From an optimization exercise on the open Yosys and OpenROAD flow, aimed at small area; shortcuts taken in it are not production practice.
The RTL was checked by simulation tests, not by an equivalence proof against the original design.
In every run shown here, the design's own scripts or RTL, not TritonCTS, make the clock network.
The clock port is modelled as an ideal driver, which makes a skipped or thinned clock tree look cheaper than it is; a real chip needs a root buffer or a tree.
No activity file was given, so power comes from the tool's default toggle rates.

`flow/run.sh`:
```
#!/bin/bash
# Standard ORFS layout (the standard.sh) with:
#  - the smallest buffer on every port,
#  - combinational cells downsized and tie cells merged after floorplan
#    (flow/downsize.tcl; the design has slack to spare),
#  - CTS's tree replaced by one level of clock buffers (flow/clock.tcl),
#  - tie cells left as synthesis made them.
# ORFS writes each step's full log under orfs/logs; make's output goes to flow.log.
set -euo pipefail
HERE=$(pwd)
export BUFFER_PORTS_ARGS="-buffer_cell sky130_fd_sc_hd__buf_1"
export POST_FLOORPLAN_TCL="$HERE/flow/downsize.tcl"
export POST_CTS_TCL="$HERE/flow/clock.tcl"
export CTS_ARGS="-sink_clustering_enable -repair_clock_nets -dont_use_dummy_load -buf_list sky130_fd_sc_hd__clkbuf_4 -root_buf sky130_fd_sc_hd__clkbuf_4 -sink_clustering_size 40 -sink_clustering_max_diameter 200"
export SKIP_REPAIR_TIE_FANOUT=1
bash standard.sh > "$HERE/flow.log" 2>&1
```
`flow/clock.tcl`:
```
# Replace the clock tree built by CTS with one level of clock buffers driven
# straight from the clock port: sinks are split into equal groups by location
# (recursive median bisection) and each group gets one buffer at its centre.
set cbuf [expr {[info exists ::env(CLK_LEAF_BUF)] ? $::env(CLK_LEAF_BUF) : "sky130_fd_sc_hd__clkbuf_8"}]
set ngroups [expr {[info exists ::env(CLK_GROUPS)] ? $::env(CLK_GROUPS) : 2}]
set block [ord::get_db_block]
set db [ord::get_db]
set clk [$block findNet CLK_IN]

# remove the existing clock buffers (everything CTS put between port and flops)
set changed 1
while {$changed} {
  set changed 0
  foreach it [$clk getITerms] {
    set inst [$it getInst]
    set m [[$inst getMaster] getName]
    if {![regexp {clkbuf|clkinv|buf_} $m]} { continue }
    set out [[$inst findITerm X] getNet]
    foreach s [$out getITerms] {
      if {[$s getInst] eq $inst} { continue }
      $s disconnect
      $s connect $clk
    }
    [$inst findITerm A] disconnect
    [$inst findITerm X] disconnect
    odb::dbInst_destroy $inst
    odb::dbNet_destroy $out
    set changed 1
    break
  }
}
set sinks {}
foreach it [$clk getITerms] { lappend sinks $it }
set n [llength $sinks]

# balanced split: recursive bisection at the median along the wider side
set pts {}
set i 0
foreach s $sinks {
  set b [[$s getInst] getBBox]
  lappend pts [list [expr {([$b xMin]+[$b xMax])/2.0}] [expr {([$b yMin]+[$b yMax])/2.0}] $i]
  incr i
}
proc split_groups {pts k} {
  if {$k <= 1} { return [list $pts] }
  set xs {}; set ys {}
  foreach p $pts { lappend xs [lindex $p 0]; lappend ys [lindex $p 1] }
  set xs [lsort -real $xs]; set ys [lsort -real $ys]
  set dim [expr {([lindex $xs end]-[lindex $xs 0]) >= ([lindex $ys end]-[lindex $ys 0]) ? 0 : 1}]
  set sorted [lsort -real -index $dim $pts]
  set k1 [expr {$k / 2}]
  set n1 [expr {int(round([llength $pts] * double($k1) / $k))}]
  return [concat [split_groups [lrange $sorted 0 [expr {$n1-1}]] $k1] [split_groups [lrange $sorted $n1 end] [expr {$k-$k1}]]]
}
set groups [split_groups $pts $ngroups]
set asg [lrepeat [llength $sinks] 0]
set cent {}
set g 0
foreach grp $groups {
  set sx 0; set sy 0
  foreach p $grp { set sx [expr {$sx+[lindex $p 0]}]; set sy [expr {$sy+[lindex $p 1]}]; lset asg [lindex $p 2] $g }
  lappend cent [list [expr {$sx/[llength $grp]}] [expr {$sy/[llength $grp]}]]
  incr g
}
set master [$db findMaster $cbuf]
for {set g 0} {$g < $ngroups} {incr g} {
  set inst [odb::dbInst_create $block $master "clkbuf_leaf_$g"]
  set net [odb::dbNet_create $block "clknet_leaf_$g"]
  $net setSigType CLOCK
  set c [lindex $cent $g]
  $inst setLocation [expr {int([lindex $c 0])}] [expr {int([lindex $c 1])}]
  $inst setPlacementStatus PLACED
  [$inst findITerm A] connect $clk
  [$inst findITerm X] connect $net
  set k 0
  foreach s $sinks a $asg {
    if {$a == $g} { $s disconnect; $s connect $net; incr k }
  }
  puts "clock.tcl: group $g has $k sinks"
}
detailed_placement
estimate_parasitics -placement
```
`flow/downsize.tcl`:
```
# Give every combinational cell the smallest drive strength of its function.
# Flip-flops, tie cells, tap cells and buffers are left as they are.
set db [ord::get_db]
set n 0
foreach inst [[ord::get_db_block] getInsts] {
  set master [$inst getMaster]
  set name [$master getName]
  if {![regexp {^(sky130_fd_sc_hd__[a-z0-9]+)_([0-9]+)$} $name -> base sz]} { continue }
  if {[regexp {__(df|edf|sdf|dl|conb|tap|fill|decap|buf|clkbuf|clkdly|dlygate|dlymetal)} $name]} { continue }
  set best $name
  set bestw [$master getWidth]
  foreach s {0 1 2 4 6 8 12 16} {
    set cm [$db findMaster ${base}_$s]
    if {$cm eq "NULL"} { continue }
    if {[$cm getWidth] < $bestw} {
      set best ${base}_$s
      set bestw [$cm getWidth]
    }
  }
  if {$best ne $name} {
    replace_cell [$inst getName] $best
    incr n
  }
}
puts "downsize.tcl: resized $n cells"

# One tie cell has both a high and a low output: let a single conb_1 drive
# every constant net.
set ties {}
foreach inst [[ord::get_db_block] getInsts] {
  if {[[$inst getMaster] getName] eq "sky130_fd_sc_hd__conb_1"} { lappend ties $inst }
}
if {[llength $ties] > 1} {
  set keep [lindex $ties 0]
  foreach inst [lrange $ties 1 end] {
    foreach pin {HI LO} {
      set net [[$inst findITerm $pin] getNet]
      if {$net eq "NULL"} { continue }
      set kt [$keep findITerm $pin]
      if {[$kt getNet] ne "NULL"} {
        # keep's pin is already used: move this net's loads onto keep's net
        set knet [$kt getNet]
        foreach it [$net getITerms] { if {[$it getInst] ne $inst} { $it disconnect; $it connect $knet } }
        foreach bt [$net getBTerms] { $bt disconnect; $bt connect $knet }
        [$inst findITerm $pin] disconnect
        odb::dbNet_destroy $net
      } else {
        [$inst findITerm $pin] disconnect
        $kt connect $net
      }
    }
    odb::dbInst_destroy $inst
  }
  puts "downsize.tcl: merged [llength $ties] tie cells into one"
}
```
`standard.sh`:
```
#!/bin/bash
# synth_recipe.tcl (not shown) runs the flow's synth.tcl, then flattens the netlist and writes it again
# the make line also repeats each setting of config.mk as NAME=value (left out here)
make -C /OpenROAD-flow-scripts/flow DESIGN_CONFIG=/design/flow/config.mk WORK_HOME=/design/flow/orfs CLKGATE_MAP_FILE= SYNTH_SCRIPT=/design/flow/synth_recipe.tcl "${@:-finish}"
```
`config.mk`:
```
export PLATFORM = sky130hd
export DESIGN_NAME = adc_verilog
export DESIGN_NICKNAME = adc_verilog
export VERILOG_FILES = /design/flow/design.v
export SDC_FILE = /design/flow/constraint.sdc
export NUM_CORES = 4
export LEC_CHECK = 0
export CAP_MARGIN = 20
export CORE_AREA = 2 2 59 59
export DIE_AREA = 0 0 61 61
export SLEW_MARGIN = 20
export SYNTH_HIERARCHICAL = 1
```
`constraint.sdc`:
```
create_clock -name core_clock -period 10.0 [get_ports {CLK_IN}]
set_input_delay 2.0000 -clock core_clock [delete_from_list [all_inputs] [get_ports {CLK_IN}]]
set_output_delay 2.0000 -clock core_clock [all_outputs]
set_load 0.01 [all_outputs]
```
`design.v`:
```
`timescale 1ns / 1ps
module adc_verilog(CLK_IN, RST, SPI_MISO, AD_CONV, SPI_SCK, SPI_SS_B, AMP_CS,
	SF_CE0, FPGA_INIT_B, DAC_CS, SPI_MOSI, AMP_SHDN, DATA);
	input CLK_IN;
	input RST;
	input SPI_MISO;
	output AD_CONV;
	output SPI_SCK;
	output SPI_SS_B;
	output AMP_CS;
	output SF_CE0;
	output FPGA_INIT_B;
	output DAC_CS;
	output SPI_MOSI;
	output AMP_SHDN;
	output [13:0] DATA;
	wire n5;
	wire n6;
	wire n8;
	wire n10;
	wire n11;
	wire n12;
	wire n13;
	wire n14;
	wire n15;
	wire n16;
	wire n17;
	wire n18;
	wire n19;
	wire n20;
	wire n21;
	wire n22;
	wire n23;
	wire n24;
	wire n25;
	wire n26;
	wire n27;
	wire n28;
	wire n29;
	wire n30;
	wire n31;
	wire n32;
	wire n33;
	wire n34;
	wire n35;
	wire n36;
	wire n37;
	wire n38;
	wire n39;
	wire n40;
	wire n41;
	wire n42;
	wire n43;
	wire n44;
	wire n45;
	wire n46;
	wire n47;
	wire n48;
	wire n49;
	wire n50;
	wire n51;
	wire n52;
	wire n53;
	wire n54;
	wire n55;
	wire n56;
	wire n57;
	wire n58;
	wire n59;
	wire n60;
	wire n61;
	wire n62;
	wire n63;
	wire n64;
	wire n65;
	wire n66;
	wire n67;
	wire n68;
	wire n69;
	wire n70;
	wire n71;
	wire n72;
	wire n73;
	wire n74;
	wire n75;
	wire n76;
	wire n77;
	wire n78;
	wire n79;
	wire n80;
	wire n81;
	wire n82;
	wire n83;
	wire n84;
	wire n85;
	wire n86;
	wire n87;
	wire n88;
	wire n89;
	wire n90;
	wire n91;
	wire n92;
	wire n93;
	wire n94;
	wire n95;
	wire n96;
	wire n97;
	wire n98;
	wire n99;
	wire n100;
	wire n101;
	wire n102;
	wire n103;
	wire n104;
	wire n105;
	wire n106;
	wire n107;
	wire n108;
	wire n109;
	wire n110;
	wire n111;
	wire n112;
	wire n113;
	wire n114;
	wire n115;
	wire n116;
	wire n117;
	wire n118;
	wire n119;
	wire n120;
	wire n121;
	wire n122;
	wire n123;
	wire n124;
	wire n125;
	wire n126;
	wire n127;
	wire n128;
	wire n7 = 1'b1;
	wire n9 = 1'b0;
	reg r_r_0;
	always @(posedge CLK_IN) r_r_0 <= n86;
	assign n55 = r_r_0;
	reg r_r_1;
	always @(posedge CLK_IN) r_r_1 <= n84;
	assign n51 = r_r_1;
	reg r_r_2;
	always @(posedge CLK_IN) r_r_2 <= n53;
	assign n57 = r_r_2;
	reg r_q_0;
	always @(posedge CLK_IN) r_q_0 <= n83;
	assign n25 = r_q_0;
	reg r_q_1;
	always @(posedge CLK_IN) r_q_1 <= n54;
	assign n27 = r_q_1;
	reg r_H_0;
	always @(posedge CLK_IN) r_H_0 <= n82;
	assign n35 = r_H_0;
	reg r_H_1;
	always @(posedge CLK_IN) r_H_1 <= n78;
	assign n37 = r_H_1;
	reg r_H_2;
	always @(posedge CLK_IN) r_H_2 <= n73;
	assign n32 = r_H_2;
	reg r_H_3;
	always @(posedge CLK_IN) r_H_3 <= n70;
	assign n33 = r_H_3;
	reg r_H_4;
	always @(posedge CLK_IN) r_H_4 <= n66;
	assign n29 = r_H_4;
	reg r_H_5;
	always @(posedge CLK_IN) r_H_5 <= n81;
	assign n39 = r_H_5;
	reg r_DATA_0;
	always @(posedge CLK_IN) r_DATA_0 <= n87;
	assign n11 = r_DATA_0;
	reg r_DATA_1;
	always @(posedge CLK_IN) r_DATA_1 <= n88;
	assign n12 = r_DATA_1;
	reg r_DATA_2;
	always @(posedge CLK_IN) r_DATA_2 <= n89;
	assign n13 = r_DATA_2;
	reg r_DATA_3;
	always @(posedge CLK_IN) r_DATA_3 <= n90;
	assign n14 = r_DATA_3;
	reg r_DATA_4;
	always @(posedge CLK_IN) r_DATA_4 <= n91;
	assign n15 = r_DATA_4;
	reg r_DATA_5;
	always @(posedge CLK_IN) r_DATA_5 <= n92;
	assign n16 = r_DATA_5;
	reg r_DATA_6;
	always @(posedge CLK_IN) r_DATA_6 <= n93;
	assign n17 = r_DATA_6;
	reg r_DATA_7;
	always @(posedge CLK_IN) r_DATA_7 <= n94;
	assign n18 = r_DATA_7;
	reg r_DATA_8;
	always @(posedge CLK_IN) r_DATA_8 <= n95;
	assign n19 = r_DATA_8;
	reg r_DATA_9;
	always @(posedge CLK_IN) r_DATA_9 <= n96;
	assign n20 = r_DATA_9;
	reg r_DATA_10;
	always @(posedge CLK_IN) r_DATA_10 <= n97;
	assign n21 = r_DATA_10;
	reg r_DATA_11;
	always @(posedge CLK_IN) r_DATA_11 <= n98;
	assign n22 = r_DATA_11;
	reg r_DATA_12;
	always @(posedge CLK_IN) r_DATA_12 <= n99;
	assign n23 = r_DATA_12;
	reg r_DATA_13;
	always @(posedge CLK_IN) r_DATA_13 <= n100;
	assign n24 = r_DATA_13;
	reg r_data_in_0;
	always @(posedge CLK_IN) r_data_in_0 <= n101;
	assign n102 = r_data_in_0;
	reg r_data_in_1;
	always @(posedge CLK_IN) r_data_in_1 <= n103;
	assign n104 = r_data_in_1;
	reg r_data_in_2;
	always @(posedge CLK_IN) r_data_in_2 <= n105;
	assign n106 = r_data_in_2;
	reg r_data_in_3;
	always @(posedge CLK_IN) r_data_in_3 <= n107;
	assign n108 = r_data_in_3;
	reg r_data_in_4;
	always @(posedge CLK_IN) r_data_in_4 <= n109;
	assign n110 = r_data_in_4;
	reg r_data_in_5;
	always @(posedge CLK_IN) r_data_in_5 <= n111;
	assign n112 = r_data_in_5;
	reg r_data_in_6;
	always @(posedge CLK_IN) r_data_in_6 <= n113;
	assign n114 = r_data_in_6;
	reg r_data_in_7;
	always @(posedge CLK_IN) r_data_in_7 <= n115;
	assign n116 = r_data_in_7;
	reg r_data_in_8;
	always @(posedge CLK_IN) r_data_in_8 <= n117;
	assign n118 = r_data_in_8;
	reg r_data_in_9;
	always @(posedge CLK_IN) r_data_in_9 <= n119;
	assign n120 = r_data_in_9;
	reg r_data_in_10;
	always @(posedge CLK_IN) r_data_in_10 <= n121;
	assign n122 = r_data_in_10;
	reg r_data_in_11;
	always @(posedge CLK_IN) r_data_in_11 <= n123;
	assign n124 = r_data_in_11;
	reg r_data_in_12;
	always @(posedge CLK_IN) r_data_in_12 <= n125;
	assign n126 = r_data_in_12;
	reg r_data_in_13;
	always @(posedge CLK_IN) r_data_in_13 <= n127;
	assign n128 = r_data_in_13;
	g_clkinv_1 u0 (.A(n25), .Y(n26));
	g_nor2_1 u1 (.A(n26), .B(n27), .Y(n28));
	g_clkinv_1 u2 (.A(n29), .Y(n30));
	g_clkinv_1 u3 (.A(n28), .Y(n31));
	g_nor2_1 u4 (.A(n32), .B(n33), .Y(n34));
	g_clkinv_1 u5 (.A(n35), .Y(n36));
	g_nor2_1 u6 (.A(n36), .B(n37), .Y(n38));
	g_clkinv_1 u7 (.A(n39), .Y(n40));
	g_nand3_1 u8 (.A(n34), .B(n38), .C(n40), .Y(n41));
	g_nor3_1 u9 (.A(n30), .B(n31), .C(n41), .Y(n42));
	g_nor2_1 u10 (.A(RST), .B(n42), .Y(n43));
	g_nor2b_1 u11 (.A(RST), .B_N(n42), .Y(n44));
	g_o21ai_0 u12 (.A1(n32), .A2(n29), .B1(n39), .Y(n45));
	g_nor3_1 u13 (.A(n32), .B(n33), .C(n29), .Y(n46));
	g_clkinv_1 u14 (.A(n37), .Y(n47));
	g_nand3_1 u15 (.A(n40), .B(n46), .C(n47), .Y(n48));
	g_a21oi_1 u16 (.A1(n48), .A2(n45), .B1(n35), .Y(n49));
	g_a21oi_1 u17 (.A1(n27), .A2(n45), .B1(n49), .Y(n6));
	g_nor2_1 u18 (.A(n29), .B(n41), .Y(n5));
	g_nand2_1 u19 (.A(n39), .B(n29), .Y(n8));
	g_clkinv_1 u20 (.A(n32), .Y(n50));
	g_nor3_1 u21 (.A(n47), .B(n50), .C(n8), .Y(n10));
	g_clkinv_1 u22 (.A(n51), .Y(n52));
	g_nor2_1 u23 (.A(RST), .B(n52), .Y(n53));
	g_nor2_1 u24 (.A(n26), .B(RST), .Y(n54));
	g_clkinv_1 u25 (.A(n55), .Y(n56));
	g_nor2b_1 u26 (.A(n51), .B_N(n57), .Y(n58));
	g_nand3_1 u27 (.A(n27), .B(n56), .C(n58), .Y(n59));
	g_clkinv_1 u28 (.A(n45), .Y(n60));
	g_o22ai_1 u29 (.A1(n45), .A2(n59), .B1(n31), .B2(n60), .Y(n61));
	g_clkinv_1 u30 (.A(n61), .Y(n62));
	g_nor4_1 u31 (.A(n47), .B(n50), .C(n36), .D(n62), .Y(n63));
	g_nand2_1 u32 (.A(n33), .B(n63), .Y(n64));
	g_nor2_1 u33 (.A(n30), .B(n64), .Y(n65));
	g_a211oi_1 u34 (.A1(n30), .A2(n64), .B1(n65), .C1(RST), .Y(n66));
	g_clkinv_1 u35 (.A(n64), .Y(n67));
	g_nor2_1 u36 (.A(n33), .B(n63), .Y(n68));
	g_clkinv_1 u37 (.A(RST), .Y(n69));
	g_o21ai_0 u38 (.A1(n67), .A2(n68), .B1(n69), .Y(n70));
	g_nor2_1 u39 (.A(n36), .B(n62), .Y(n71));
	g_a21oi_1 u40 (.A1(n37), .A2(n71), .B1(n32), .Y(n72));
	g_o21ai_0 u41 (.A1(n63), .A2(n72), .B1(n69), .Y(n73));
	g_nor2_1 u42 (.A(n35), .B(n47), .Y(n74));
	g_nor2_1 u43 (.A(n38), .B(n74), .Y(n75));
	g_nand3_1 u44 (.A(n39), .B(n46), .C(n74), .Y(n76));
	g_nand2_1 u45 (.A(n61), .B(n76), .Y(n77));
	g_o221ai_1 u46 (.A1(n75), .A2(n77), .B1(n47), .B2(n61), .C1(n69), .Y(n78));
	g_o22ai_1 u47 (.A1(n62), .A2(n76), .B1(n8), .B2(n64), .Y(n79));
	g_nor2_1 u48 (.A(n39), .B(n65), .Y(n80));
	g_o21ai_0 u49 (.A1(n79), .A2(n80), .B1(n69), .Y(n81));
	g_a211oi_1 u50 (.A1(n36), .A2(n77), .B1(RST), .C1(n71), .Y(n82));
	g_a211oi_1 u51 (.A1(n25), .A2(n60), .B1(n27), .C1(RST), .Y(n83));
	g_nor2_1 u52 (.A(RST), .B(n56), .Y(n84));
	g_nor2_1 u53 (.A(n52), .B(n57), .Y(n85));
	g_nor3_1 u54 (.A(RST), .B(n85), .C(n58), .Y(n86));
	adc_sel2 u55 (.a(n44), .b(n43), .x(n102), .y(n11), .z(n87));
	adc_sel2 u56 (.a(n44), .b(n43), .x(n122), .y(n21), .z(n97));
	adc_sel2 u57 (.a(n44), .b(n43), .x(n124), .y(n22), .z(n98));
	adc_sel2 u58 (.a(n44), .b(n43), .x(n126), .y(n23), .z(n99));
	adc_sel2 u59 (.a(n44), .b(n43), .x(n128), .y(n24), .z(n100));
	adc_sel2 u60 (.a(n44), .b(n43), .x(n104), .y(n12), .z(n88));
	adc_sel2 u61 (.a(n44), .b(n43), .x(n106), .y(n13), .z(n89));
	adc_sel2 u62 (.a(n44), .b(n43), .x(n108), .y(n14), .z(n90));
	adc_sel2 u63 (.a(n44), .b(n43), .x(n110), .y(n15), .z(n91));
	adc_sel2 u64 (.a(n44), .b(n43), .x(n112), .y(n16), .z(n92));
	adc_sel2 u65 (.a(n44), .b(n43), .x(n114), .y(n17), .z(n93));
	adc_sel2 u66 (.a(n44), .b(n43), .x(n116), .y(n18), .z(n94));
	adc_sel2 u67 (.a(n44), .b(n43), .x(n118), .y(n19), .z(n95));
	adc_sel2 u68 (.a(n44), .b(n43), .x(n120), .y(n20), .z(n96));
	adc_sel2 u69 (.a(n28), .b(n31), .x(SPI_MISO), .y(n102), .z(n101));
	adc_sel2 u70 (.a(n28), .b(n31), .x(n120), .y(n122), .z(n121));
	adc_sel2 u71 (.a(n28), .b(n31), .x(n122), .y(n124), .z(n123));
	adc_sel2 u72 (.a(n28), .b(n31), .x(n124), .y(n126), .z(n125));
	adc_sel2 u73 (.a(n28), .b(n31), .x(n126), .y(n128), .z(n127));
	adc_sel2 u74 (.a(n28), .b(n31), .x(n102), .y(n104), .z(n103));
	adc_sel2 u75 (.a(n28), .b(n31), .x(n104), .y(n106), .z(n105));
	adc_sel2 u76 (.a(n28), .b(n31), .x(n106), .y(n108), .z(n107));
	adc_sel2 u77 (.a(n28), .b(n31), .x(n108), .y(n110), .z(n109));
	adc_sel2 u78 (.a(n28), .b(n31), .x(n110), .y(n112), .z(n111));
	adc_sel2 u79 (.a(n28), .b(n31), .x(n112), .y(n114), .z(n113));
	adc_sel2 u80 (.a(n28), .b(n31), .x(n114), .y(n116), .z(n115));
	adc_sel2 u81 (.a(n28), .b(n31), .x(n116), .y(n118), .z(n117));
	adc_sel2 u82 (.a(n28), .b(n31), .x(n118), .y(n120), .z(n119));
	assign AD_CONV = n5;
	assign SPI_SCK = n6;
	assign SPI_SS_B = 1'b1;
	assign AMP_CS = n8;
	assign SF_CE0 = 1'b1;
	assign FPGA_INIT_B = 1'b0;
	assign DAC_CS = 1'b1;
	assign SPI_MOSI = n10;
	assign AMP_SHDN = 1'b0;
	assign DATA[0] = n11;
	assign DATA[1] = n12;
	assign DATA[2] = n13;
	assign DATA[3] = n14;
	assign DATA[4] = n15;
	assign DATA[5] = n16;
	assign DATA[6] = n17;
	assign DATA[7] = n18;
	assign DATA[8] = n19;
	assign DATA[9] = n20;
	assign DATA[10] = n21;
	assign DATA[11] = n22;
	assign DATA[12] = n23;
	assign DATA[13] = n24;
endmodule
module g_a211oi_1(A1, A2, B1, C1, Y);
	input A1, A2, B1, C1;
	output Y;
	assign Y = (~A1&~B1&~C1) | (~A2&~B1&~C1);
endmodule
module g_a21oi_1(A1, A2, B1, Y);
	input A1, A2, B1;
	output Y;
	assign Y = (~A1&~B1) | (~A2&~B1);
endmodule
module g_clkinv_1(A, Y);
	input A;
	output Y;
	assign Y = (~A);
endmodule
module g_nand2_1(A, B, Y);
	input A, B;
	output Y;
	assign Y = (~A) | (~B);
endmodule
module g_nand3_1(A, B, C, Y);
	input A, B, C;
	output Y;
	assign Y = (~A) | (~B) | (~C);
endmodule
module g_nor2_1(A, B, Y);
	input A, B;
	output Y;
	assign Y = (~A&~B);
endmodule
module g_nor2b_1(A, B_N, Y);
	input A, B_N;
	output Y;
	assign Y = (~A&B_N);
endmodule
module g_nor3_1(A, B, C, Y);
	input A, B, C;
	output Y;
	assign Y = (~A&~B&~C);
endmodule
module g_nor4_1(A, B, C, D, Y);
	input A, B, C, D;
	output Y;
	assign Y = (~A&~B&~C&~D);
endmodule
module g_o21ai_0(A1, A2, B1, Y);
	input A1, A2, B1;
	output Y;
	assign Y = (~A1&~A2) | (~B1);
endmodule
module g_o221ai_1(A1, A2, B1, B2, C1, Y);
	input A1, A2, B1, B2, C1;
	output Y;
	assign Y = (~B1&~B2) | (~A1&~A2) | (~C1);
endmodule
module g_o22ai_1(A1, A2, B1, B2, Y);
	input A1, A2, B1, B2;
	output Y;
	assign Y = (~B1&~B2) | (~A1&~A2);
endmodule
module adc_sel2(a, x, b, y, z);
	input a, x, b, y;
	output z;
	assign z = (a & x) | (b & y);
endmodule
```
==> notes.md, run 1 <==
The run finished with no timing, DRC or antenna violations. The cell occurring most often along the worst timing path is a21oi_1. The summed instance area of the synthesized netlist is 1500 sq um.

The pin count of the biggest net entering global routing is 21. The area of the core is 3080 sq um. The number of hold violations in the final report came out at 0. Data on the critical path arrives at its endpoint at 1290 ps. The setup TNS after final layout came out at 0 ps. Of all cell types, the one taking the most synthesized area is dfxtp_1. The vias per cell came out at 5.05. The most common cell after layout, fill and taps aside is dfxtp_1. The most critical setup path has its endpoint at SPI_SCK. Sorting the synthesized cells by area gives the leading types as dfxtp_1 (52%), a22o_1 (16%), buf_4 (9.5%). The final wirelength came out at 2.35 mm. The latest clock arrival within the worst-skew pair is 160 ps.

The signal on the critical path passes through nor3_1 > nand3_1 > a21oi_1 > a21oi_1 > buf_1. Global routing used 14.7% of the available tracks. The period utilization is 32.9%. The fraction of layout instances using a drive strength above 1 came out at 1.38%. The proportion of power drawn by flip-flops and latches is 70.5%. In the layout the commonest cells are dfxtp_1 (39), a22o_1 (28), buf_1 (20).

The die covers 3720 sq um. The congestion estimate from routability-driven global placement came to 0.934. In the final design database the tool counted 151 nets. The maximum clock frequency came out at 304 MHz. By startpoint and endpoint, the worst setup path is classified as reg -> out. The shortest clock period the worst path allows after layout came out at 3290 ps.

The worst setup path is launched from a flip-flop. The final setup violation count is 0. The total inserted antenna cells came out at 0. Summed over all nets, the switching power comes to 0.0629 mW. Measured against its own limit, the worst slew margin works out to 31.0%. The net count after synthesis is 146. The share of the synthesized area in the top cell type came out at 51.9%. Among all stages on the critical path, the largest delay is contributed by dfxtp_1. The per-instance average area after synthesis is 10.5 sq um. The worst reg2reg path depth is 10.

Input and output buffers added on the ports amount to 20. Dividing total power by cell area gives a power density of 190 nW/um^2. The via count of the first global-routing pass came out at 943. After clock tree synthesis, the clock-pin slew on the worst setup and hold paths is 110 ps.

The overall die height came out at 61 um. The final clock skew is 3.71 ps. Before antenna repair, the detailed router went through 4 iterations. The number of distinct library cell variants in the gate-level netlist after synthesis came out at 16. The endpoint of the worst-slack reg-to-reg timing path is r_H_5$_DFF_P_.

The post-synthesis sequential element count is 39. Along the worst path, the maximum fanout reaches 5. The startpoint of the worst setup timing path is r_H_2$_DFF_P_. The total number of placement rows is 20.

The iteration-0 DRC count of the detailed router is 90. The max-slew violation count came out at 0. The initial antenna violation count is 0.

The transition time of the tightest slew-check pin came out at 1030 ps. The HPWL after detailed placement came out at 1.64 mm. The delay of the slowest critical-path stage is 370 ps.

The internal power consumption came out at 0.210 mW. The required arrival time at the worst endpoint came out at 8000 ps. In this run the worst hold path is classified as reg -> reg. The count of pins on the block boundary is 26. The clock sink count is 39. The horizontal die dimension is 61 um. In this run the critical register-to-register path is launched from r_q_0$_DFF_P_.

Setup repair after global routing left no endpoint under its margin. Dividing the detail-routed wire length by the instance count gives 12.4 um. Summed over all cells, the static leakage comes to 0.573 nW. For this run, the number of Yosys warnings is 7. The count of mapped cells out of synthesis came out at 143. The share of total power dissipated in combinational logic is 9.4%.

The register area share after synthesis came out at 51.9%. The worst setup path is captured at an output pin. The part of the total power dissipated in the clock network is 20.1%. In this run the register-to-register setup slack is 6790 ps. The net switching share of the total power is 23.0%. The total power of the final layout is 0.273 mW. The effective utilization at floorplan came out at 48.9%. The global-route wire length before repair came out at 4.16 mm. For this run, design rule violations remaining after detail routing come to 0. The number of vias in the routed layout is 955.

The count of max-cap constraint violations is 0. The worst vdd rail ir drop came out at 0.108 mV. Global routing finished with a remaining overflow of 0. The post-detailed-route count of antenna-violating nets is 0.

The post-synthesis to final-layout area growth is -4.16%.
[area by class of cell]
class,instances,area [sq um]
flip-flops and latches,39,781
multi-input cells,71,454
well taps,44,55.1
inverters,13,48.8
repair buffers,20,75.1
fillers,290,1640
plain buffers,2,27.5
[power by group through the flow]
stage,Combinational (mW),Clock (mW),Sequential [mW]
after floorplan,0.0237,0,0.192
after global placement,0.0248,0,0.196
after detailed placement,0.0258,0,0.197
after global routing,0.0286,0.0634,0.197
final,0.0257,0.0548,0.193
[per-module statistics from Yosys (local to each module, per instance), a selection]
module,flops+latches,copies in the design,cells
g_o21ai_0,0,4,1
g_o221ai_1,0,1,1
g_o22ai_1,0,2,1
g_nor2b_1,0,2,1
g_nand3_1,0,4,1
g_a21oi_1,0,3,1
g_nor3_1,0,4,1
g_a211oi_1,0,3,1
[critical path: cells and delay by family, from the launching register on]
kind / cells / cell delay (ps)
buffers and inverters: 1 / 130
AO/OA/AOI/OAI: 2 / 210
AND/OR/NAND/NOR: 2 / 420
flip-flops: 1 / 370
[synthesized netlist by cell type (all sizes together)]
master  count
a21oi       3
o22ai       2
inv        13
a22o       28
conb        2
nor3        4
nand3       4
nor2       15
nand2       3
a211oi      3
nor2b       2
dfxtp      39
o221ai      1
buf        19
o21ai       4
nor4        1
[kinds of logic after synthesis]
family / Yosys count / synth area share (%)
buffers and inverters: 32 / 12.7
flip-flops: 39 / 51.9
AO/OA/AOI/OAI: 41 / 23.7
other: 2 / 0.499
AND/OR/NAND/NOR: 29 / 11.1
[metrics by stage]
step	area, sq um	cells	worst slack (ps)	hold slack (ps)	util (%)
floorplan	1500	143	7140	412	-
global placement	1410	187	6650	430	45.9
detailed placement	1410	187	6650	433	45.9
global route	1440	189	6390	479	46.8
finish	1440	189	6710	443	46.8
[how the worst min path moves through the flow]
stage | startpoint | end | slack (ps) | cells after the start
after floorplan | r_r_0$_DFF_P_ | r_r_1$_DFF_P_ | 410 | 2
after global placement | r_r_0$_DFF_P_ | r_r_1$_DFF_P_ | 430 | 2
after detailed placement | r_q_0$_DFF_P_ | r_q_0$_DFF_P_ | 430 | 1
after global routing | r_r_0$_DFF_P_ | r_r_1$_DFF_P_ | 480 | 2
final | r_r_0$_DFF_P_ | r_r_1$_DFF_P_ | 440 | 2
[layer usage]
metal,global-route usage [%],share of wire (%)
met1,19.4,52
met2,23.5,43
met4,4.35,1.0
met5,0,0
met3,4.26,4.0
==> inputs of run 2 (changes only) <==
==> design.v (replaced) <==
`timescale 1ns / 1ps
module adc_verilog(CLK_IN, RST, SPI_MISO, AD_CONV, SPI_SCK, SPI_SS_B, AMP_CS,
	SF_CE0, FPGA_INIT_B, DAC_CS, SPI_MOSI, AMP_SHDN, DATA);
	input CLK_IN;
	input RST;
	input SPI_MISO;
	output AD_CONV;
	output SPI_SCK;
	output SPI_SS_B;
	output AMP_CS;
	output SF_CE0;
	output FPGA_INIT_B;
	output DAC_CS;
	output SPI_MOSI;
	output AMP_SHDN;
	output [13:0] DATA;
	wire n5;
	wire n6;
	wire n8;
	wire n10;
	wire n11;
	wire n12;
	wire n13;
	wire n14;
	wire n15;
	wire n16;
	wire n17;
	wire n18;
	wire n19;
	wire n20;
	wire n21;
	wire n22;
	wire n23;
	wire n24;
	wire n25;
	wire n26;
	wire n27;
	wire n28;
	wire n29;
	wire n30;
	wire n31;
	wire n32;
	wire n33;
	wire n34;
	wire n35;
	wire n36;
	wire n37;
	wire n38;
	wire n39;
	wire n40;
	wire n41;
	wire n42;
	wire n43;
	wire n44;
	wire n45;
	wire n46;
	wire n47;
	wire n48;
	wire n49;
	wire n50;
	wire n51;
	wire n52;
	wire n53;
	wire n54;
	wire n55;
	wire n56;
	wire n57;
	wire n58;
	wire n59;
	wire n60;
	wire n61;
	wire n62;
	wire n63;
	wire n64;
	wire n65;
	wire n66;
	wire n67;
	wire n68;
	wire n69;
	wire n70;
	wire n71;
	wire n72;
	wire n73;
	wire n74;
	wire n75;
	wire n76;
	wire n77;
	wire n78;
	wire n79;
	wire n80;
	wire n81;
	wire n82;
	wire n83;
	wire n84;
	wire n85;
	wire n86;
	wire n87;
	wire n88;
	wire n89;
	wire n90;
	wire n91;
	wire n92;
	wire n93;
	wire n94;
	wire n95;
	wire n96;
	wire n97;
	wire n98;
	wire n99;
	wire n100;
	wire n101;
	wire n102;
	wire n103;
	wire n104;
	wire n105;
	wire n106;
	wire n107;
	wire n108;
	wire n109;
	wire n110;
	wire n111;
	wire n112;
	wire n113;
	wire n114;
	wire n115;
	wire n116;
	wire n117;
	wire n118;
	wire n119;
	wire n120;
	wire n121;
	wire n7 = 1'b1;
	wire n9 = 1'b0;
	reg r_q_0;
	always @(posedge CLK_IN) r_q_0 <= n76;
	assign n25 = r_q_0;
	reg r_q_1;
	always @(posedge CLK_IN) r_q_1 <= n56;
	assign n27 = r_q_1;
	reg r_H_0;
	always @(posedge CLK_IN) r_H_0 <= n75;
	assign n40 = r_H_0;
	reg r_H_1;
	always @(posedge CLK_IN) r_H_1 <= n72;
	assign n29 = r_H_1;
	reg r_H_2;
	always @(posedge CLK_IN) r_H_2 <= n70;
	assign n35 = r_H_2;
	reg r_H_3;
	always @(posedge CLK_IN) r_H_3 <= n68;
	assign n37 = r_H_3;
	reg r_H_4;
	always @(posedge CLK_IN) r_H_4 <= n64;
	assign n38 = r_H_4;
	reg r_DATA_0;
	always @(posedge CLK_IN) r_DATA_0 <= n77;
	assign n11 = r_DATA_0;
	reg r_DATA_1;
	always @(posedge CLK_IN) r_DATA_1 <= n78;
	assign n12 = r_DATA_1;
	reg r_DATA_2;
	always @(posedge CLK_IN) r_DATA_2 <= n79;
	assign n13 = r_DATA_2;
	reg r_DATA_3;
	always @(posedge CLK_IN) r_DATA_3 <= n80;
	assign n14 = r_DATA_3;
	reg r_DATA_4;
	always @(posedge CLK_IN) r_DATA_4 <= n81;
	assign n15 = r_DATA_4;
	reg r_DATA_5;
	always @(posedge CLK_IN) r_DATA_5 <= n82;
	assign n16 = r_DATA_5;
	reg r_DATA_6;
	always @(posedge CLK_IN) r_DATA_6 <= n83;
	assign n17 = r_DATA_6;
	reg r_DATA_7;
	always @(posedge CLK_IN) r_DATA_7 <= n84;
	assign n18 = r_DATA_7;
	reg r_DATA_8;
	always @(posedge CLK_IN) r_DATA_8 <= n85;
	assign n19 = r_DATA_8;
	reg r_DATA_9;
	always @(posedge CLK_IN) r_DATA_9 <= n86;
	assign n20 = r_DATA_9;
	reg r_DATA_10;
	always @(posedge CLK_IN) r_DATA_10 <= n87;
	assign n21 = r_DATA_10;
	reg r_DATA_11;
	always @(posedge CLK_IN) r_DATA_11 <= n88;
	assign n22 = r_DATA_11;
	reg r_DATA_12;
	always @(posedge CLK_IN) r_DATA_12 <= n89;
	assign n23 = r_DATA_12;
	reg r_DATA_13;
	always @(posedge CLK_IN) r_DATA_13 <= n90;
	assign n24 = r_DATA_13;
	reg r_data_in_0;
	always @(posedge CLK_IN) r_data_in_0 <= n91;
	assign n92 = r_data_in_0;
	reg r_data_in_1;
	always @(posedge CLK_IN) r_data_in_1 <= n93;
	assign n94 = r_data_in_1;
	reg r_data_in_2;
	always @(posedge CLK_IN) r_data_in_2 <= n95;
	assign n96 = r_data_in_2;
	reg r_data_in_3;
	always @(posedge CLK_IN) r_data_in_3 <= n97;
	assign n98 = r_data_in_3;
	reg r_data_in_4;
	always @(posedge CLK_IN) r_data_in_4 <= n99;
	assign n100 = r_data_in_4;
	reg r_data_in_5;
	always @(posedge CLK_IN) r_data_in_5 <= n101;
	assign n102 = r_data_in_5;
	reg r_data_in_6;
	always @(posedge CLK_IN) r_data_in_6 <= n103;
	assign n104 = r_data_in_6;
	reg r_data_in_7;
	always @(posedge CLK_IN) r_data_in_7 <= n105;
	assign n106 = r_data_in_7;
	reg r_data_in_8;
	always @(posedge CLK_IN) r_data_in_8 <= n107;
	assign n108 = r_data_in_8;
	reg r_data_in_9;
	always @(posedge CLK_IN) r_data_in_9 <= n109;
	assign n110 = r_data_in_9;
	reg r_data_in_10;
	always @(posedge CLK_IN) r_data_in_10 <= n111;
	assign n112 = r_data_in_10;
	reg r_data_in_11;
	always @(posedge CLK_IN) r_data_in_11 <= n113;
	assign n114 = r_data_in_11;
	reg r_data_in_12;
	always @(posedge CLK_IN) r_data_in_12 <= n115;
	assign n116 = r_data_in_12;
	reg r_data_in_13;
	always @(posedge CLK_IN) r_data_in_13 <= n117;
	assign n118 = r_data_in_13;
	reg r_r_0;
	always @(posedge CLK_IN) r_r_0 <= n119;
	assign n54 = r_r_0;
	reg r_r_1;
	always @(posedge CLK_IN) r_r_1 <= n120;
	assign n33 = r_r_1;
	reg r_r_2;
	always @(posedge CLK_IN) r_r_2 <= n121;
	assign n32 = r_r_2;
	g_clkinv_1 u0 (.A(n25), .Y(n26));
	g_nor2_1 u1 (.A(n26), .B(n27), .Y(n28));
	g_clkinv_1 u2 (.A(n29), .Y(n30));
	g_clkinv_1 u3 (.A(n28), .Y(n31));
	g_nand2_1 u4 (.A(n32), .B(n33), .Y(n34));
	g_clkinv_1 u5 (.A(n35), .Y(n36));
	g_nor2_1 u6 (.A(n37), .B(n38), .Y(n39));
	g_clkinv_1 u7 (.A(n40), .Y(n41));
	g_nand3_1 u8 (.A(n36), .B(n39), .C(n41), .Y(n42));
	g_nor4_1 u9 (.A(n30), .B(n31), .C(n34), .D(n42), .Y(n43));
	g_nor2_1 u10 (.A(RST), .B(n43), .Y(n44));
	g_nor2b_1 u11 (.A(RST), .B_N(n43), .Y(n45));
	g_clkinv_1 u12 (.A(n32), .Y(n46));
	g_nand2b_1 u13 (.A_N(n33), .B(n46), .Y(n47));
	g_nand2_1 u14 (.A(n34), .B(n47), .Y(n48));
	g_clkinv_1 u15 (.A(n39), .Y(n49));
	g_nor3_1 u16 (.A(n28), .B(n49), .C(RST), .Y(n50));
	g_nor2_1 u17 (.A(n28), .B(n49), .Y(n51));
	g_nor2_1 u18 (.A(RST), .B(n51), .Y(n52));
	g_clkinv_1 u19 (.A(n38), .Y(n8));
	g_or3_1 u20 (.A(n29), .B(n42), .C(n47), .X(n53));
	g_nor2_1 u21 (.A(n54), .B(n53), .Y(n55));
	g_o32ai_1 u22 (.A1(n27), .A2(n49), .A3(n55), .B1(n41), .B2(n39), .Y(n6));
	g_nor2b_1 u23 (.A(n53), .B_N(n54), .Y(n5));
	g_nor3_1 u24 (.A(n30), .B(n8), .C(n36), .Y(n10));
	g_nor2_1 u25 (.A(n26), .B(RST), .Y(n56));
	g_nor4_1 u26 (.A(n46), .B(n33), .C(n54), .D(n51), .Y(n57));
	g_o21ai_0 u27 (.A1(n27), .A2(n39), .B1(n57), .Y(n58));
	g_nor2_1 u28 (.A(n41), .B(n58), .Y(n59));
	g_nand2_1 u29 (.A(n29), .B(n59), .Y(n60));
	g_nor2_1 u30 (.A(n36), .B(n60), .Y(n61));
	g_nand2_1 u31 (.A(n37), .B(n61), .Y(n62));
	g_nor2_1 u32 (.A(n8), .B(n62), .Y(n63));
	g_a211oi_1 u33 (.A1(n8), .A2(n62), .B1(RST), .C1(n63), .Y(n64));
	g_nor3_1 u34 (.A(n49), .B(n58), .C(n36), .Y(n65));
	g_o21ai_0 u35 (.A1(n37), .A2(n61), .B1(n62), .Y(n66));
	g_clkinv_1 u36 (.A(RST), .Y(n67));
	g_o21ai_0 u37 (.A1(n65), .A2(n66), .B1(n67), .Y(n68));
	g_a211o_1 u38 (.A1(n36), .A2(n60), .B1(n61), .C1(n65), .X(n69));
	g_nand2_1 u39 (.A(n67), .B(n69), .Y(n70));
	g_o21ai_0 u40 (.A1(n29), .A2(n59), .B1(n60), .Y(n71));
	g_o21ai_0 u41 (.A1(n65), .A2(n71), .B1(n67), .Y(n72));
	g_a21oi_1 u42 (.A1(n35), .A2(n39), .B1(n58), .Y(n73));
	g_nor2_1 u43 (.A(n40), .B(n73), .Y(n74));
	g_nor3_1 u44 (.A(n59), .B(n74), .C(RST), .Y(n75));
	g_a211oi_1 u45 (.A1(n25), .A2(n49), .B1(n27), .C1(RST), .Y(n76));
	adc_sel2 u46 (.a(n45), .b(n44), .x(n92), .y(n11), .z(n77));
	adc_sel2 u47 (.a(n45), .b(n44), .x(n112), .y(n21), .z(n87));
	adc_sel2 u48 (.a(n45), .b(n44), .x(n114), .y(n22), .z(n88));
	adc_sel2 u49 (.a(n45), .b(n44), .x(n116), .y(n23), .z(n89));
	adc_sel2 u50 (.a(n45), .b(n44), .x(n118), .y(n24), .z(n90));
	adc_sel2 u51 (.a(n45), .b(n44), .x(n94), .y(n12), .z(n78));
	adc_sel2 u52 (.a(n45), .b(n44), .x(n96), .y(n13), .z(n79));
	adc_sel2 u53 (.a(n45), .b(n44), .x(n98), .y(n14), .z(n80));
	adc_sel2 u54 (.a(n45), .b(n44), .x(n100), .y(n15), .z(n81));
	adc_sel2 u55 (.a(n45), .b(n44), .x(n102), .y(n16), .z(n82));
	adc_sel2 u56 (.a(n45), .b(n44), .x(n104), .y(n17), .z(n83));
	adc_sel2 u57 (.a(n45), .b(n44), .x(n106), .y(n18), .z(n84));
	adc_sel2 u58 (.a(n45), .b(n44), .x(n108), .y(n19), .z(n85));
	adc_sel2 u59 (.a(n45), .b(n44), .x(n110), .y(n20), .z(n86));
	adc_sel2 u60 (.a(n52), .b(n50), .x(n48), .y(n54), .z(n119));
	adc_sel2 u61 (.a(n52), .b(n50), .x(n54), .y(n33), .z(n120));
	adc_sel2 u62 (.a(n52), .b(n50), .x(n33), .y(n32), .z(n121));
	adc_sel2 u63 (.a(n28), .b(n31), .x(SPI_MISO), .y(n92), .z(n91));
	adc_sel2 u64 (.a(n28), .b(n31), .x(n110), .y(n112), .z(n111));
	adc_sel2 u65 (.a(n28), .b(n31), .x(n112), .y(n114), .z(n113));
	adc_sel2 u66 (.a(n28), .b(n31), .x(n114), .y(n116), .z(n115));
	adc_sel2 u67 (.a(n28), .b(n31), .x(n116), .y(n118), .z(n117));
	adc_sel2 u68 (.a(n28), .b(n31), .x(n92), .y(n94), .z(n93));
	adc_sel2 u69 (.a(n28), .b(n31), .x(n94), .y(n96), .z(n95));
	adc_sel2 u70 (.a(n28), .b(n31), .x(n96), .y(n98), .z(n97));
	adc_sel2 u71 (.a(n28), .b(n31), .x(n98), .y(n100), .z(n99));
	adc_sel2 u72 (.a(n28), .b(n31), .x(n100), .y(n102), .z(n101));
	adc_sel2 u73 (.a(n28), .b(n31), .x(n102), .y(n104), .z(n103));
	adc_sel2 u74 (.a(n28), .b(n31), .x(n104), .y(n106), .z(n105));
	adc_sel2 u75 (.a(n28), .b(n31), .x(n106), .y(n108), .z(n107));
	adc_sel2 u76 (.a(n28), .b(n31), .x(n108), .y(n110), .z(n109));
	assign AD_CONV = n5;
	assign SPI_SCK = n6;
	assign SPI_SS_B = 1'b1;
	assign AMP_CS = n8;
	assign SF_CE0 = 1'b1;
	assign FPGA_INIT_B = 1'b0;
	assign DAC_CS = 1'b1;
	assign SPI_MOSI = n10;
	assign AMP_SHDN = 1'b0;
	assign DATA[0] = n11;
	assign DATA[1] = n12;
	assign DATA[2] = n13;
	assign DATA[3] = n14;
	assign DATA[4] = n15;
	assign DATA[5] = n16;
	assign DATA[6] = n17;
	assign DATA[7] = n18;
	assign DATA[8] = n19;
	assign DATA[9] = n20;
	assign DATA[10] = n21;
	assign DATA[11] = n22;
	assign DATA[12] = n23;
	assign DATA[13] = n24;
endmodule
module g_a211o_1(A1, A2, B1, C1, X);
	input A1, A2, B1, C1;
	output X;
	assign X = (A1&A2) | (B1) | (C1);
endmodule
module g_a211oi_1(A1, A2, B1, C1, Y);
	input A1, A2, B1, C1;
	output Y;
	assign Y = (~A1&~B1&~C1) | (~A2&~B1&~C1);
endmodule
module g_a21oi_1(A1, A2, B1, Y);
	input A1, A2, B1;
	output Y;
	assign Y = (~A1&~B1) | (~A2&~B1);
endmodule
module g_clkinv_1(A, Y);
	input A;
	output Y;
	assign Y = (~A);
endmodule
module g_nand2_1(A, B, Y);
	input A, B;
	output Y;
	assign Y = (~A) | (~B);
endmodule
module g_nand2b_1(A_N, B, Y);
	input A_N, B;
	output Y;
	assign Y = (A_N) | (~B);
endmodule
module g_nand3_1(A, B, C, Y);
	input A, B, C;
	output Y;
	assign Y = (~A) | (~B) | (~C);
endmodule
module g_nor2_1(A, B, Y);
	input A, B;
	output Y;
	assign Y = (~A&~B);
endmodule
module g_nor2b_1(A, B_N, Y);
	input A, B_N;
	output Y;
	assign Y = (~A&B_N);
endmodule
module g_nor3_1(A, B, C, Y);
	input A, B, C;
	output Y;
	assign Y = (~A&~B&~C);
endmodule
module g_nor4_1(A, B, C, D, Y);
	input A, B, C, D;
	output Y;
	assign Y = (~A&~B&~C&~D);
endmodule
module g_o21ai_0(A1, A2, B1, Y);
	input A1, A2, B1;
	output Y;
	assign Y = (~A1&~A2) | (~B1);
endmodule
module g_o32ai_1(A1, A2, A3, B1, B2, Y);
	input A1, A2, A3, B1, B2;
	output Y;
	assign Y = (~A1&~A2&~A3) | (~B1&~B2);
endmodule
module g_or3_1(A, B, C, X);
	input A, B, C;
	output X;
	assign X = (A) | (B) | (C);
endmodule
module adc_sel2(a, x, b, y, z);
	input a, x, b, y;
	output z;
	assign z = (a & x) | (b & y);
endmodule
==> run 2 against run 1 <==
Still clean on timing, DRC and antenna; register-to-register slack better by 700 ps; design area shrank 1.5%; clock skew hardly changed; first-iteration DRC count decreased by 81%; critical path depth up 1; clock power down 1%; maximum frequency down 8.7%; synthesized area fell by 2.2%; utilization is 0.69 points lower; critical path type unchanged.
==> notes.md, run 2 <==
The run finished with no timing, DRC or antenna violations. The most common cell after layout, fill and taps aside is dfxtp_1. The buffering stage count on the worst path with inverters included came out at 1. The initial antenna violation count was 0. During synthesis, Yosys emitted a total of 7 warnings. Setup repair after global routing left no endpoint under its margin.

The iteration-0 DRC count of the detailed router came out at 17. After global routing the overflow that remains totals 0. The maximum clock frequency is 277 MHz. The overall die height came out at 61 um. The most common cell in the synthesized netlist is dfxtp_1. Of the synthesized area, sequential elements account for 51.7%. The synthesized netlist occupies a cell area of 1470 sq um. After synthesis, the most frequently instantiated cells are dfxtp_1 (38), a22o_1 (31), buf_4 (19). Sorting the synthesized cells by area gives the leading types as dfxtp_1 (52%), a22o_1 (18%), buf_4 (9.7%). The HPWL after detailed placement is 1.54 mm.

The flop-to-flop setup slack is 7490 ps. The count of pins on the block boundary is 26. met2 is the most crowded layer.

The power density over cell area is 190 nW/um^2. The number of antenna diodes in the final layout is 0. The number of enable flip-flop cells after synthesis is 0. The number of fillers in the final layout is 307. For the worst setup path, the data required time is 8000 ps. For this run, asynchronously set or reset flops after synthesis account for 0%. The total global routing track utilization came out at 13.3%. The count of port buffers added during placement is 20. The count of max-cap constraint violations came out at 0.

The met1 track demand over resource is 18.7%. In this run the remaining antenna-violating nets after routing total 0. The max-slew violation count came out at 0. The weighted congestion at the end of routability-driven global placement came out at 0.743. The final clock skew is 3.34 ps. The share of the synthesized area in the top cell type is 51.7%. The signal on the critical path passes through nor2_1 > nand3_1 > or3_1 > nor2_1 > o32ai_1 > buf_1. The post-synthesis sequential element count is 38. The transition time of the tightest slew-check pin is 1040 ps. OpenSTA, run right after detailed placement, puts the worst setup slack at 6590 ps. The slowest stage of the critical path is the or3_1 cell. The number of iterations in the first detailed-routing pass is 4. The number of vias in the routed layout came out at 926.

The clock reaches the later pin of the worst-skew pair after 160 ps. The area of the core is 3080 sq um. The worst vdd rail ir drop is 0.0744 mV.

The first global-routing pass estimated 3.68 mm of wire. The top fanout value on the critical path came out at 5. The global routing met2 resource utilization came out at 20.1%. The residual DRC count came out at 0. In this run the tightest slew margin relative to its limit is 30.2%. The analysis attributes to cell leakage a power of 0.560 nW. The cell occurring most often along the worst timing path is nor2_1. The effective utilization at floorplan is 47.8%.

Among all flip-flop cells after synthesis, the most frequent one is dfxtp_1. The via count of the first global-routing pass came out at 831. The total number of placement rows came out at 20. Synthesis produced 136 cells. The total power of the final layout is 0.270 mW.

STA puts the critical path data arrival time at 1610 ps. Across all setup checks in the final design, the least slack found is 6390 ps. The per-instance average area after synthesis is 10.8 sq um. CTS saw 38 sinks. The number of nets at the end of the flow came out at 145. The worst hold path belongs to the class reg -> reg.

dfxtp_1 takes more of the synthesized area than any other cell. The delay of the slowest critical-path stage is 400 ps. Global routing used 2.99% of the available met3 tracks. The fraction of layout instances using a drive strength above 1 is 2.16%. The setup TNS after final layout is 0 ps.

The worst setup path is launched from a flip-flop. The number of distinct library cell variants in the gate-level netlist after synthesis is 18. The smallest clock period supported by the final layout is computed as 3610 ps. The number of hold violations in the final report is 0. The vias per cell is 5.06. The top cell types in the final layout, fill and taps aside, are dfxtp_1 (38), a22o_1 (31), buf_1 (20).

The post-detailed-route wirelength per cell is 12.0 um. The net count after synthesis came out at 139. The post-synthesis to final-layout area growth is -3.40%. Clock-pin slew was measured on the worst setup and hold paths at 110 ps.

The worst setup path is of the reg -> out kind. The final layout contains routed wiring with a total length of 2.19 mm. The horizontal die dimension came out at 61 um. The worst setup path is captured at an output pin. The period utilization is 36.1%. The final setup violation count is 0. Broken down by cell family, the worst path's largest delay share belongs to simple AND/OR/NAND/NOR gates. The pin count of the biggest net entering global routing came out at 20. The die area came out at 3720 sq um.
## run 2: cells by family after synthesis
logic type      count (synthesis)  synth area share, %
other cells                     2                0.511
simple gates                   27                 11.6
buf+inv                        28                 12.0
flops                          38                 51.7
compound gates                 41                 24.2
## run 2: modules after synthesis (local to each module, per instance), excerpt
module	cells inside	area, sq um
adc_verilog	59	911
g_o32ai_1	1	16.3
g_nor2b_1	1	13.8
g_a211oi_1	1	12.5
g_nor4_1	1	12.5
g_nor3_1	1	10.0
adc_sel2	1	8.76
g_a21oi_1	1	8.76
g_a211o_1	1	8.76
g_or3_1	1	6.26
g_o21ai_0	1	5.00
g_nand3_1	1	5.00
g_nand2_1	1	3.75
g_clkinv_1	1	3.75
g_nor2_1	1	3.75
## run 2: final timing paths
check | from | to | cells after the start
setup / recovery | r_H_3$_DFF_P_ | SPI_SCK | 6
hold / removal | r_q_0$_DFF_P_ | r_q_0$_DFF_P_ | 1
hold reg to reg | r_q_0$_DFF_P_ | r_q_0$_DFF_P_ | 1
setup reg to reg | r_q_0$_DFF_P_ | r_DATA_2$_DFF_P_ | 7
## run 2: cell type report
class	count	area, sq um	area share, %
multi-input cells	69	460	32.4
plain buffers	2	27.5	1.94
well taps	44	55.1	3.88
flip-flops and latches	38	761	53.6
repair buffers	21	82.6	5.81
inverters	9	33.8	2.38
## run 2: power by group
part / internal [mW] / switching (mW) / total, mW
Clock: 0.0187 / 0.0355 / 0.0542
Sequential: 0.173 / 0.0164 / 0.189
Combinational: 0.0156 / 0.0106 / 0.0263
## run 2: per-stage QoR
stage | cells | hold slack (ps) | cell area [sq um] | utilization [%]
after global placement | 181 | 433 | 1390 | 45.2
final | 183 | 449 | 1420 | 46.1
after detailed placement | 181 | 431 | 1390 | 45.2
after global routing | 183 | 461 | 1420 | 46.1
after floorplan | 136 | 423 | 1470 | -
## run 2: layer usage
| layer | part of all wire [%] | wire length, um | up-vias |
|---|---|---|---|
| li1 | - | - | 477 |
| met1 | 52 | 1140 | 425 |
| met2 | 42 | 908 | 22 |
| met3 | 4.9 | 107 | 2 |
| met4 | 1.2 | 27 | 0 |
| met5 | 0 | 0 | - |
==> inputs of run 3 (changes only) <==
--- a/flow/downsize.tcl
+++ b/flow/downsize.tcl
@@ -1,5 +1,7 @@
-# Give every combinational cell the smallest drive strength of its function.
+# Remove the buffers synthesis inserted (global placement does this only when
+# it is timing driven), then give every combinational cell the smallest drive strength of its function.
 # Flip-flops, tie cells, tap cells and buffers are left as they are.
+remove_buffers
 set db [ord::get_db]
 set n 0
 foreach inst [[ord::get_db_block] getInsts] {
--- a/config.mk
+++ b/config.mk
@@ -8,5 +8,6 @@
 export CAP_MARGIN = 20
 export CORE_AREA = 2 2 59 59
 export DIE_AREA = 0 0 61 61
+export GPL_TIMING_DRIVEN = 0
 export SLEW_MARGIN = 20
 export SYNTH_HIERARCHICAL = 1
==> run 3 against run 2 <==
First-iteration DRC count increased to 2.9 times the previous value; synthesized area unchanged; worst setup slack got worse by 66 ps; critical path depth unchanged; critical path type unchanged; critical endpoint unchanged; highest routed layer unchanged.
==> notes.md, run 3 <==
In this run the critical register-to-register path is captured at r_DATA_2$_DFF_P_. The latest clock arrival within the worst-skew pair came out at 170 ps. The total inserted antenna cells is 0.

STA classifies the critical path endpoint as an output pin. The worst setup path is launched from a flip-flop. The per-instance average area after synthesis came out at 10.8 sq um. The detailed router placed 935 vias in this run. From synthesis to final layout, the design area changed by -3.74%. For this run, the number of Yosys warnings is 7. The power density over cell area came out at 191 nW/um^2. The initial antenna violation count came to 0. The overall die height came out at 61 um. The via count of the first global-routing pass is 860. Summed over all failing endpoints, the final setup total negative slack is 0 ps.

Of all nets on the critical path, the largest fanout is 5. The synthesized design devotes to its leading area cell type 51.7% of total area. The area of the core is 3080 sq um.

The horizontal die dimension came out at 61 um. The die covers 3720 sq um. Clock skew on the completed layout was measured at 6.37 ps. The vias per cell is 5.14. The wire length on met2 is 1.09 mm. After synthesis, flip-flops and latches occupy 51.7% of the total area. The floorplan has 20 rows. The flow ran to the end and the layout has no timing, DRC or antenna violations. The number of enable flip-flop cells after synthesis came out at 0. The smallest setup slack after layout came out at 6330 ps. The worst slew slack as a fraction of its limit came out at 33.6%.

The worst vdd rail ir drop is 0.0537 mV. In the layout the commonest cells are dfxtp_1 (38), a22o_1 (31), buf_1 (20). The final layout contains routed wiring with a total length of 2.25 mm. In the post-synthesis netlist, the biggest area contributors are dfxtp_1 (52%), a22o_1 (18%), buf_4 (9.7%). The required arrival time at the worst endpoint is 8000 ps. The path class of the tightest hold or removal check is reg -> reg. Counting I/O delays and the setup requirement, the final critical path takes 3670 ps. The period utilization came out at 36.7%. The count of mapped cells out of synthesis is 136. The count of port buffers added during placement is 20. The post-synthesis sequential element count is 38. The number of distinct library cell variants in the gate-level netlist after synthesis came out at 18. The HPWL after detailed placement came out at 1.57 mm. The pin count of the biggest net entering global routing is 20.

The effective utilization at floorplan is 47.8%. The iteration-0 DRC count of the detailed router is 50. The post-placement setup slack came out at 6520 ps.

The maximum clock frequency came out at 272 MHz. Setup repair after global routing left no endpoint under its margin. Detailed routing placed a total of 88 um of wire on met3. The fraction of layout instances using a drive strength above 1 came out at 2.17%.

Following the worst setup path forward leads to its endpoint at SPI_SCK. Pin placement for this block handled 26 I/O pins. Global routing finished with a remaining overflow of 0. The clock sink count is 38. Routability-driven placement finished with a final weighted congestion of 0.794. After synthesis the cells add up to 1470 sq um. Final hold analysis gives a worst-case slack of 447 ps. The max-slew violation count came to 0. The synthesized design spends more area on one cell type than any other, namely dfxtp_1.

The post-detailed-route wirelength per cell is 12.4 um. After clock tree synthesis, the clock-pin slew on the worst setup and hold paths is 110 ps. Data arrives at the worst endpoint at 1670 ps. After detailed routing, the wire length on met1 is 1.06 mm. The library cell used most frequently in the layout, excluding fill and tap cells, is dfxtp_1. The flop-to-flop setup slack is 7130 ps. For this design the static power due to leakage is 0.554 nW.

The total global routing track utilization came out at 13.6%. The worst reg2reg path depth is 6. The residual DRC count is 0. The commonest cells after synthesis are dfxtp_1 (38), a22o_1 (31), buf_4 (19). Across the run, the number of max-cap violations was 0. The transition time of the tightest slew-check pin is 994 ps.

Of all flip-flops after synthesis, the portion carrying an async set or reset was 0%. The highest metal layer carrying signal wires in the routed design is met4. The number of nets at the end of the flow came out at 144. The most used flip-flop cell after synthesis is dfxtp_1.

The post-detailed-route count of antenna-violating nets came out at 0. The number of iterations in the first detailed-routing pass came out at 4. The most common cell in the synthesized netlist is dfxtp_1. The final setup violation count is 0. The number of hold violations in the final report came to 0.

The startpoint identified for the worst register-to-register timing path is r_q_0$_DFF_P_. The startpoint of the worst setup timing path is r_H_3$_DFF_P_. The global-route wire length before repair is 3.79 mm. The net count after synthesis is 139. By startpoint and endpoint, the worst setup path is classified as reg -> out. Counting instances, the worst hold path has a depth of 1.
[run 3: changes by cell type in the layout (fill, tap and decap cells not counted)]
cell    previous run  this run
nor2_1            11        10
nor2_2             0         1
buf_4              1         0
[run 3: per-stage QoR]
step / cell area [sq um] / util [%] / power [mW] / cells
2_1_floorplan: 1470 / - / 0.213 / 136
3_3_place_gp: 1390 / 45.0 / 0.217 / 180
3_5_place_dp: 1390 / 45.0 / 0.218 / 180
5_1_grt: 1420 / 46.0 / 0.286 / 182
6_report: 1420 / 46.0 / 0.271 / 182
[run 3: cell families after synthesis]
family | share of synthesized area [%]
flops | 51.7
compound gates | 24.2
buf+inv | 12.0
other cells | 0.511
simple gates | 11.6
[run 3: where the power goes]
part	internal (mW)	switching [mW]
clock network	0.0187	0.0375
logic	0.0152	0.0104
registers	0.173	0.0159
[run 3: metal layers]
metal | vias to the layer above | track usage [%]
li1 | 476 | -
met5 | - | 0
met3 | 2 | 2.56
met2 | 17 | 22.9
met4 | 0 | 3.73
met1 | 440 | 17.7
[run 3: how the worst min path moves through the flow]
stage | start | to | slack [ps]
2_1_floorplan | r_q_0$_DFF_P_ | r_q_0$_DFF_P_ | 420
6_report | r_q_0$_DFF_P_ | r_q_0$_DFF_P_ | 450
3_5_place_dp | r_q_0$_DFF_P_ | r_q_0$_DFF_P_ | 430
3_3_place_gp | r_q_0$_DFF_P_ | r_q_0$_DFF_P_ | 430
5_1_grt | r_q_0$_DFF_P_ | r_q_0$_DFF_P_ | 470
[run 3: critical path, stage by stage (launching register included)]
cell and delay, ps:
dfxtp_1 340, nor2_1 250, nand3_1 140, or3_1 410, nor2_1 130, o32ai_1 90, buf_1 140
[run 3: area by class of cell]
| class | instances | area, sq um |
|---|---|---|
| fill | 313 | 1660 |
| sequential | 38 | 761 |
| multi-input combinational | 69 | 463 |
| timing repair buffer | 20 | 75.1 |
| tap | 44 | 55.1 |
| inverter | 9 | 33.8 |
| buffer | 2 | 27.5 |
[run 3: Yosys stat by module (local to each module, per instance), a selection]
module	flip-flops and latches	cells	copies in the design	area (sq um)
adc_verilog	38	59	1	911
g_clkinv_1	0	1	9	3.75
g_nand2_1	0	1	5	3.75
g_nor2_1	0	1	11	3.75
g_nor2b_1	0	1	2	13.8
g_nor3_1	0	1	4	10.0
==> inputs of run 4 (changes only) <==
--- a/flow/run.sh
+++ b/flow/run.sh
@@ -11,6 +11,7 @@
 export BUFFER_PORTS_ARGS="-buffer_cell sky130_fd_sc_hd__buf_1"
 export POST_FLOORPLAN_TCL="$HERE/flow/downsize.tcl"
 export POST_CTS_TCL="$HERE/flow/clock.tcl"
+export CLK_GROUPS=3 CLK_LEAF_BUF=sky130_fd_sc_hd__clkbuf_4
 export CTS_ARGS="-sink_clustering_enable -repair_clock_nets -dont_use_dummy_load -buf_list sky130_fd_sc_hd__clkbuf_4 -root_buf sky130_fd_sc_hd__clkbuf_4 -sink_clustering_size 40 -sink_clustering_max_diameter 200"
 export SKIP_REPAIR_TIE_FANOUT=1
 bash standard.sh > "$HERE/flow.log" 2>&1
==> run 4 against run 3 <==
Critical path depth is the same; via count grew 0.96%; first-iteration DRC count fell by 36%; register-to-register slack about the same; utilization fell by 0.16 points; worst setup slack worse by 39 ps; wire length up 3.2%.
==> notes.md, run 4 <==
The run finished with no timing, DRC or antenna violations. The area of the core came out at 3080 sq um. The worst setup path is captured at an output pin. The count of max-cap constraint violations is 0. Including well taps, the total number of placed cells is 180. The number of distinct library cell variants in the gate-level netlist after synthesis is 18. The initial antenna violation count came out at 0. The via count of the first global-routing pass is 882. The count of pins on the block boundary came out at 26. The maximum clock frequency came out at 269 MHz. The transition time of the tightest slew-check pin came out at 963 ps. Of all flip-flops after synthesis, the portion carrying an async set or reset was 0%. The residual DRC count came out at 0. The clock sink count is 38. The post-detailed-route wirelength per cell came out at 12.7 um. The post-detailed-route count of antenna-violating nets is 0.

The met1 wire length came out at 1.10 mm. The most common cell in the synthesized netlist is dfxtp_1. The power density over cell area came out at 189 nW/um^2. The largest total area in the synthesized netlist belongs to dfxtp_1. After detailed routing, the total wire length is 2.32 mm. The period utilization came out at 37.1%.

The later pin in the worst-skew pair is clocked with a latency of 180 ps. The worst slew slack as a fraction of its limit came out at 35.6%. In this run the core area contains 20 standard-cell rows. In this run the worst hold path is classified as reg -> reg. The final clock skew came out at 5.21 ps.

The per-instance average area after synthesis is 10.8 sq um. In the detailed route, the total length drawn on met3 is 89 um. The count of mapped cells out of synthesis came out at 136.

The overall die height is 61 um. The total global routing track utilization came out at 14.3%. The number of hold violations in the final report is 0. The required arrival time at the worst endpoint came out at 8000 ps.

Setup violations remaining at the end of the flow were counted as 0. The vias per cell is 5.16. The tightest hold path in the finished design has a slack of 448 ps.

The final cell utilization of the core came out at 45.8%. The static leakage is 0.554 nW. STA classifies the critical path startpoint as a flip-flop.

The first TritonRoute pass finished after 4 iterations. The total inserted antenna cells is 0. The fraction of layout instances using a drive strength above 1 is 2.88%. The number of vias in the routed layout is 944. For this run, the post-layout net count is 145.

Of all nets on the critical path, the largest fanout is 5. The top metal layer carrying routed signals is met4. Summing every instance area after synthesis gives 1470 sq um.

The count of port buffers added during placement came out at 20. The register area share after synthesis is 51.7%. The count of placed standard cells in the final layout, fillers left out came out at 183. The total power of the final layout came out at 0.266 mW. The library cells used most frequently in the layout, excluding fill and tap cells, are dfxtp_1 (38), a22o_1 (31), buf_1 (20). Setup repair after global routing left no endpoint under its margin. The number of enable flip-flop cells after synthesis is 0. Among all flip-flop cells after synthesis, the most frequent one is dfxtp_1. The die area came out at 3720 sq um. The library cell used most frequently in the layout, excluding fill and tap cells, is dfxtp_1.

The pin count of the biggest net entering global routing came out at 18. After global routing the overflow that remains totals 0. After clock tree synthesis, the clock-pin slew on the worst setup and hold paths is 120 ps. The critical path in this run is classified as reg -> out. The worst vdd rail ir drop came out at 0.0791 mV. The clock period could shrink to 3710 ps. The net count after synthesis is 139.

The number of fillers in the final layout came out at 320. The horizontal die dimension is 61 um. The post-synthesis to final-layout area growth came out at -4.09%. The arrival time reported for the critical path endpoint came out at 1710 ps. The number of warnings printed during yosys synthesis came out at 7.

The global-route wire length before repair is 3.90 mm. The share of the synthesized area in the top cell type came out at 51.7%. The max-slew violation count came to 0.

For this configuration, the core starts out at a cell density of 47.8%. Summed over all failing endpoints, the final setup total negative slack is 0 ps. The post-synthesis sequential element count is 38.

The weighted congestion at the end of routability-driven global placement came out at 0.794. The wire length on met2 came out at 1.11 mm. The HPWL after detailed placement came out at 1.57 mm. Sorting the synthesized cells by area gives the leading types as dfxtp_1 (52%), a22o_1 (18%), buf_4 (9.7%). By count the netlist is led by dfxtp_1 (38), a22o_1 (31), buf_4 (19). In this run, the number of DRC markers left after iteration 0 of detailed routing was 32. The flop-to-flop setup slack is 7120 ps.
==> run 4: cell counts after synthesis <==
Identical to the previous run, type by type.
==> run 4: logic make-up after synthesis <==
family / share of synthesized area (%)
AOI/OAI and AO/OA: 24.2
DFF: 51.7
buffers and inverters: 12.0
and+or+nand+nor: 11.6
other: 0.511
==> run 4: worst paths after layout <==
path / start / end / cells past startpoint
worst max register to register: r_q_0$_DFF_P_ / r_DATA_2$_DFF_P_ / 6
worst max-delay path: r_H_3$_DFF_P_ / SPI_SCK / 6
worst min-delay path: r_q_0$_DFF_P_ / r_q_0$_DFF_P_ / 1
worst min register to register: r_q_0$_DFF_P_ / r_q_0$_DFF_P_ / 1
==> run 4: worst max-delay path, stage by stage, from the launching register on <==
cell     delay [ps]
dfxtp_1         350
nor2_1          250
nand3_1         150
or3_1           410
nor2_1          140
o32ai_1          90
buf_1           150
==> run 4: cell type report <==
class	count	area, sq um	area share, %
Timing Repair Buffer	20	75.1	5.32
Buffer	3	22.5	1.60
Sequential cell	38	761	53.9
Multi-Input combinational cell	69	463	32.8
Tap cell	44	55.1	3.90
Inverter	9	33.8	2.40
==> run 4: through the flow <==
step | setup WS [ps] | instance area (sq um)
final | 6290 | 1410
after global placement | 6550 | 1390
after global routing | 6150 | 1410
after detailed placement | 6520 | 1390
after floorplan | 6620 | 1470
==> run 4: metal layers <==
metal | track usage, % | vias to the layer above
met1 | 17.9 | 443
met2 | 23.3 | 20
met4 | 4.66 | 0
met5 | 0 | -
li1 | - | 479
met3 | 4.48 | 2
==> run 4: per-module statistics from Yosys, one instance, submodules excluded, a selection <==
module      flops+latches  copies in the design  cell area, sq um  cells inside
g_a21oi_1               0                     1              8.76             1
g_clkinv_1              0                     9              3.75             1
g_a211oi_1              0                     2              12.5             1
g_nor2b_1               0                     2              13.8             1
g_nand2b_1              0                     1              6.26             1
g_nand3_1               0                     1              5.00             1
g_nand2_1               0                     5              3.75             1
g_nor3_1                0                     4              10.0             1
g_a211o_1               0                     1              8.76             1
==> run 4: where the power goes <==
part | total (mW) | leakage, nW | internal, mW | switching, mW
clock | 0.0513 | 0.0138 | 0.0145 | 0.0368
combinational | 0.0257 | 0.230 | 0.0152 | 0.0105
sequential | 0.189 | 0.310 | 0.173 | 0.0165
total | 0.266 | 0.554 | 0.203 | 0.0638

Setup slack of run 4, layout unchanged: 6.286 ns with ideal ports, 6.251 ns with driving cells assumed (clock clkbuf_16, inputs buf_2), 6.463 ns with port delays also shifted by the 0.212 ns mid clock arrival.
